Background: an optimization exercise with open tools, aiming at small area. Do not read the settings as production practice. Where RTL was checked, it was by simulation tests only, not by an equivalence proof against the original.

==> flow/design.v (excerpt) <==
module convolutional_layer_1 (
  input signed [7:0] in,
  input clk, en,
  output signed [191:0] out
);
For scale: roughly 3800 cells after synthesis, about 1100 flip-flops, roughly 74000 sq um of cells after synthesis.
Settings: LEC_CHECK=0, CAP_MARGIN=20, CORE_MARGIN=2, CORE_UTILIZATION=45, CTS_BUF_LIST=sky130_fd_sc_hd__clkbuf_8, SLEW_MARGIN=20, SYNTH_HIERARCHICAL=1, SYNTH_MINIMUM_KEEP_SIZE=0; clock period 18.0 ns.
run.sh (not shown) runs the stock make flow with config.mk's settings and CLKGATE_MAP_FILE= SYNTH_SCRIPT=/design/flow/synth_recipe.tcl, a recipe that flattens the netlist after the stock synthesis.
Edit:
- CTS_BUF_LIST: sky130_fd_sc_hd__clkbuf_8 -> sky130_fd_sc_hd__clkbuf_16
- CTS_CLUSTER_DIAMETER: default -> 100
- CTS_CLUSTER_SIZE: default -> 20
Result: Wire length decreases by 1.1%; final area decreases by 1.7%; maximum frequency increases by 0.31%; sequential share of layout area increases by 0.68 points; hold slack gains 0.047 ns; worst setup slack gains 0.054 ns; core utilization decreases by 0.88 points; cell count decreases by 3.7%; clock skew decreases by 0.047 ns.
Edit:
==> flow/flow/run.sh (new file) <==
#!/bin/bash
# Standard synthesis, then the standard layout with small port buffers.
set -e
bash standard.sh synth > synth.log 2>&1
bash standard.sh BUFFER_PORTS_ARGS="-buffer_cell sky130_fd_sc_hd__buf_2" finish > layout.log 2>&1
==> flow/standard.sh (new file) <==
#!/bin/bash
# synth_recipe.tcl (not shown) runs the flow's synth.tcl, then flattens the netlist and writes it again
# the make line also repeats each setting of config.mk as NAME=value (left out here)
make -C /OpenROAD-flow-scripts/flow DESIGN_CONFIG=/design/flow/config.mk WORK_HOME=/design/flow/orfs CLKGATE_MAP_FILE= SYNTH_SCRIPT=/design/flow/synth_recipe.tcl "${@:-finish}"
- CTS_CLUSTER_SIZE: 20 -> 25
- GPL_TIMING_DRIVEN: default -> 0
removed: flow/run.sh
Effect: Die area stays the same; global-route usage is higher by 0.18 points; first-iteration DRC count came out lower by a few percent; via count fell slightly; register-to-register slack degrades by 0.13 ns; clock skew fell by 0.0039 ns; critical path depth stays the same.
No functional check of the RTL was part of any run of this note.

* * *

convolutional_layer_1, a different RTL version from the one above (not shown whole).
Size in the first run: ~1100 flip-flops, roughly 200 I/O pins.
clock: 18.0 ns
lec_check: 0
cap_margin: 20
core_margin: 2
core_utilization: 55
cts_buf_list: sky130_fd_sc_hd__clkbuf_16
cts_cluster_diameter: 100
cts_cluster_size: 25
slew_margin: 20
synth_hierarchical: 1
synth_minimum_keep_size: 0
standard.sh (not shown) runs the stock make flow with config.mk's settings and CLKGATE_MAP_FILE= SYNTH_SCRIPT=/design/flow/synth_recipe.tcl, a recipe that flattens the netlist after the stock synthesis.
==> flow/flow/run.sh <==
#!/bin/bash
# Standard synthesis, then the standard layout with small port buffers.
set -e
bash standard.sh synth > synth.log 2>&1
bash standard.sh BUFFER_PORTS_ARGS="-buffer_cell sky130_fd_sc_hd__buf_1" GPL_KEEP_OVERFLOW=0 finish > layout.log 2>&1
Next try:
==> flow/flow/run.sh (replaced) <==
#!/bin/bash
# Standard synthesis, then the standard layout with small port buffers.
set -e
bash standard.sh synth > synth.log 2>&1
bash standard.sh BUFFER_PORTS_ARGS="-buffer_cell sky130_fd_sc_hd__buf_1" finish > layout.log 2>&1
CTS_CLUSTER_DIAMETER = 70   (was 100)
CTS_CLUSTER_SIZE = 30   (was 25)
The changed run finished with timing, DRC and antenna clean.
Sequential share of layout area is lower by 0.37 points.
Design area is higher by about 0.9%.
Clock-buffer cell count is higher by 10.
Sequential cell count does not change.
Next try:
CTS_CLUSTER_DIAMETER = 100   (was 70)
CTS_CLUSTER_SIZE = 25   (was 30)
Design area decreases by 1.3%.
Via count went down by 1.4%.
Hold slack gets better by 6.5 ps.
Register-to-register slack gains 40 ps.
Wire length falls by 0.30%.
Area after synthesis stays the same.
Next try:
CTS_CLUSTER_DIAMETER = 150   (was 100)
Effect: Cell area hardly moves; synthesized cell count does not change.

* * *

== exp/maple ==
convolutional_layer_1, a different RTL version from the one above (not shown whole).
Size in the first run: roughly 0.070 mm^2 of cells after synthesis.
Settings: LEC_CHECK=0, CAP_MARGIN=20, CORE_MARGIN=2, CORE_UTILIZATION=55, CTS_BUF_LIST=sky130_fd_sc_hd__clkbuf_16, CTS_CLUSTER_DIAMETER=90, CTS_CLUSTER_SIZE=28, SLEW_MARGIN=20, SYNTH_HIERARCHICAL=1, SYNTH_MINIMUM_KEEP_SIZE=0; clock period 18.0 ns.
==> flow/flow/run.sh <==
#!/bin/bash
# Standard synthesis and layout with small port buffers; after placement the constant
# output ports of each map share one tie cell.
set -e
bash standard.sh synth > synth.log 2>&1
bash standard.sh BUFFER_PORTS_ARGS="-buffer_cell sky130_fd_sc_hd__buf_1" GPL_KEEP_OVERFLOW=0 place > place.log 2>&1
ODB=orfs/results/sky130hd/convolutional_layer_1/base/3_place.odb openroad -no_init -exit flow/merge_ties.tcl > merge_ties.log 2>&1
bash standard.sh BUFFER_PORTS_ARGS="-buffer_cell sky130_fd_sc_hd__buf_1" GPL_KEEP_OVERFLOW=0 finish > layout.log 2>&1
==> flow/flow/merge_ties.tcl <==
# Let one tie cell drive all the constant output ports of a map instead of one tie cell each.
read_db $::env(ODB)
set block [[[ord::get_db] getChip] getBlock]
array set keep {}
set removed 0
foreach inst [$block getInsts] {
  if {[[$inst getMaster] getName] ne "sky130_fd_sc_hd__conb_1"} { continue }
  set net "NULL"
  set pin ""
  foreach it [$inst getITerms] {
    set n [$it getNet]
    if {$n ne "NULL" && [[$it getMTerm] getName] in {LO HI}} { set net $n; set pin [[$it getMTerm] getName] }
  }
  if {$net eq "NULL"} { continue }
  set bts [$net getBTerms]
  if {[llength $bts] != 1 || [llength [$net getITerms]] != 1} { continue }
  set name [[lindex $bts 0] getName]
  if {![regexp {^out\[(\d+)\]$} $name -> idx]} { continue }
  set key "$pin[expr {$idx / 32}]"
  if {![info exists keep($key)]} { set keep($key) $net; continue }
  set bt [lindex $bts 0]
  $bt disconnect
  $bt connect $keep($key)
  odb::dbInst_destroy $inst
  odb::dbNet_destroy $net
  incr removed
}
puts "merge_ties: removed $removed tie cells"
write_db $::env(ODB)
exp/maple did not stop at any stage, and its layout met the timing, design-rule and antenna checks.
## Diff of input files: exp/xenon against exp/maple
-- flow/config.mk --
<<< exp/maple, line 8
>>> exp/xenon, line 8
export ABC_AREA = 1
<<< exp/maple, line 12
export CTS_CLUSTER_DIAMETER = 90
export CTS_CLUSTER_SIZE = 28
>>> exp/xenon, line 13
export CTS_CLUSTER_DIAMETER = 100
export CTS_CLUSTER_SIZE = 30
[summary]
- In exp/xenon the number of antenna diodes turned out 4 higher than in exp/maple.
- Summary of exp/xenon over exp/maple: worst clock skew has increased, remaining design rule violation count has remained practically unchanged.
- exp/xenon vs exp/maple — cell area climbed by a few percent
- For the post-synthesis compound-gate area fraction, exp/xenon came in 13 points lower than exp/maple did.
- A source of the critical timing path of u[98][0] is what exp/xenon shows, while u[130][0] belongs to exp/maple.
- Sort exp/xenon and exp/maple by wire length on met2, descending, and exp/xenon comes first.
- Max freq exp/maple -> exp/xenon: degraded
- Relative to exp/maple, the pin slew with the least headroom to its limit of exp/xenon is lower by 0.064 ns.
- Looking at most common cell after layout, fill and taps aside, the sky130_fd_sc_hd__nand2_1 result is from exp/xenon; the sky130_fd_sc_hd__fa_1 one comes from exp/maple.
The inputs of exp/indigo differ from those of exp/xenon as listed below.
-- flow/config.mk --
<<< exp/xenon, line 8
export ABC_AREA = 1
>>> exp/indigo, line 8
<<< exp/xenon, line 11
export CORE_UTILIZATION = 55
>>> exp/indigo, line 10
export CORE_UTILIZATION = 62
<<< exp/xenon, line 14
export CTS_CLUSTER_SIZE = 30
>>> exp/indigo, line 13
export CTS_CLUSTER_SIZE = 25
## What came out
Of the two values seen for first element of the critical path, u[98][0] was produced by exp/xenon and u[0][0] by exp/indigo. Between exp/xenon and exp/indigo, clock skew is higher for exp/xenon, exp/indigo comes in under that. Per the comparison of exp/indigo with exp/xenon, global placement routability congestion rose 0.034, share of final layout cell area taken by non-clock buffers held, time the worst path needs with I/O delays and setup climbed 0.075 ns. Cell area after synthesis: higher on exp/xenon.
Relative to exp/indigo, the following input files were edited for exp/garnet:
-- flow/config.mk --
<<< exp/indigo, line 10
export CORE_UTILIZATION = 62
>>> exp/garnet, line 10
export CORE_UTILIZATION = 55
--- outcome ---
exp/garnet vs. exp/indigo: via count lost about 2.7%; final critical-path share of the clock period lost 0.73 points.
Taking exp/indigo as the reference, in exp/garnet minimum hold slack saw a decrease, utilization saw a decrease.
Looking at worst setup slack, exp/garnet sits 0.13 ns higher than exp/indigo does.
Compared exp/garnet vs exp/indigo, and wire length of the first global-routing pass is down in exp/garnet.
Status: synthesized netlist cell count parity (exp/indigo, exp/garnet)
Area growth from synthesis to layout ended up 0.35 points higher on exp/garnet than on exp/indigo.
Final cell count without fillers for exp/garnet: about 2.4% up relative to exp/indigo

-- what the ideal ports hide --
The flow's constraints put no driver on any port. The routed layouts listed below were extracted and timed again, unchanged, in two steps. Step 1 sets driving cells, clkbuf_16 on the clock port and buf_2 on the other inputs (assumed; they add their load-dependent delay and slew). Step 2 adds t to the input delays and takes it off the output delays; t is the mean of the earliest and latest rising clock arrival at the registers after step 1. Input paths then give back, and output paths get back, about the clock's delay inside the block. a / b / c = ideal ports / drivers / drivers and shift; a / b = the first two.
run	t (ns)	setup slack, ns	hold slack, ns	worst slew at a driven data input, ns	pins driven straight from the clock port
the first run of note 1	0.960	0.315 / 0.235 / 1.195	0.344 / 0.344 / 0.344	0.06	1
the second run of note 1	0.772	0.369 / 0.290 / 1.062	0.392 / 0.392 / 0.392	0.06	1
the third run of note 1	0.787	0.238 / 0.155 / 0.943	0.402 / 0.402 / 0.402	0.06	1
the first run of note 2	0.791	0.190 / 0.107 / 0.898	0.409 / 0.409 / 0.409	0.04	1
the second run of note 2	0.762	0.231 / 0.147 / 0.908	0.400 / 0.400 / 0.400	0.04	1
the third run of note 2	0.764	0.363 / 0.280 / 1.044	0.407 / 0.407 / 0.407	0.05	1
the fourth run of note 2	0.772	0.195 / 0.115 / 0.887	0.390 / 0.390 / 0.390	0.05	1
exp/maple	0.748	0.517 / 0.443 / 1.191	0.484 / 0.484 / 0.484	0.09	1
exp/xenon	0.778	0.438 / 0.358 / 1.137	0.387 / 0.387 / 0.387	0.07	1
exp/indigo	0.753	0.363 / 0.286 / 1.039	0.467 / 0.467 / 0.467	0.06	1
exp/garnet	0.758	0.494 / 0.418 / 1.176	0.454 / 0.454 / 0.454	0.08	1
After both steps every run listed still meets setup and hold.
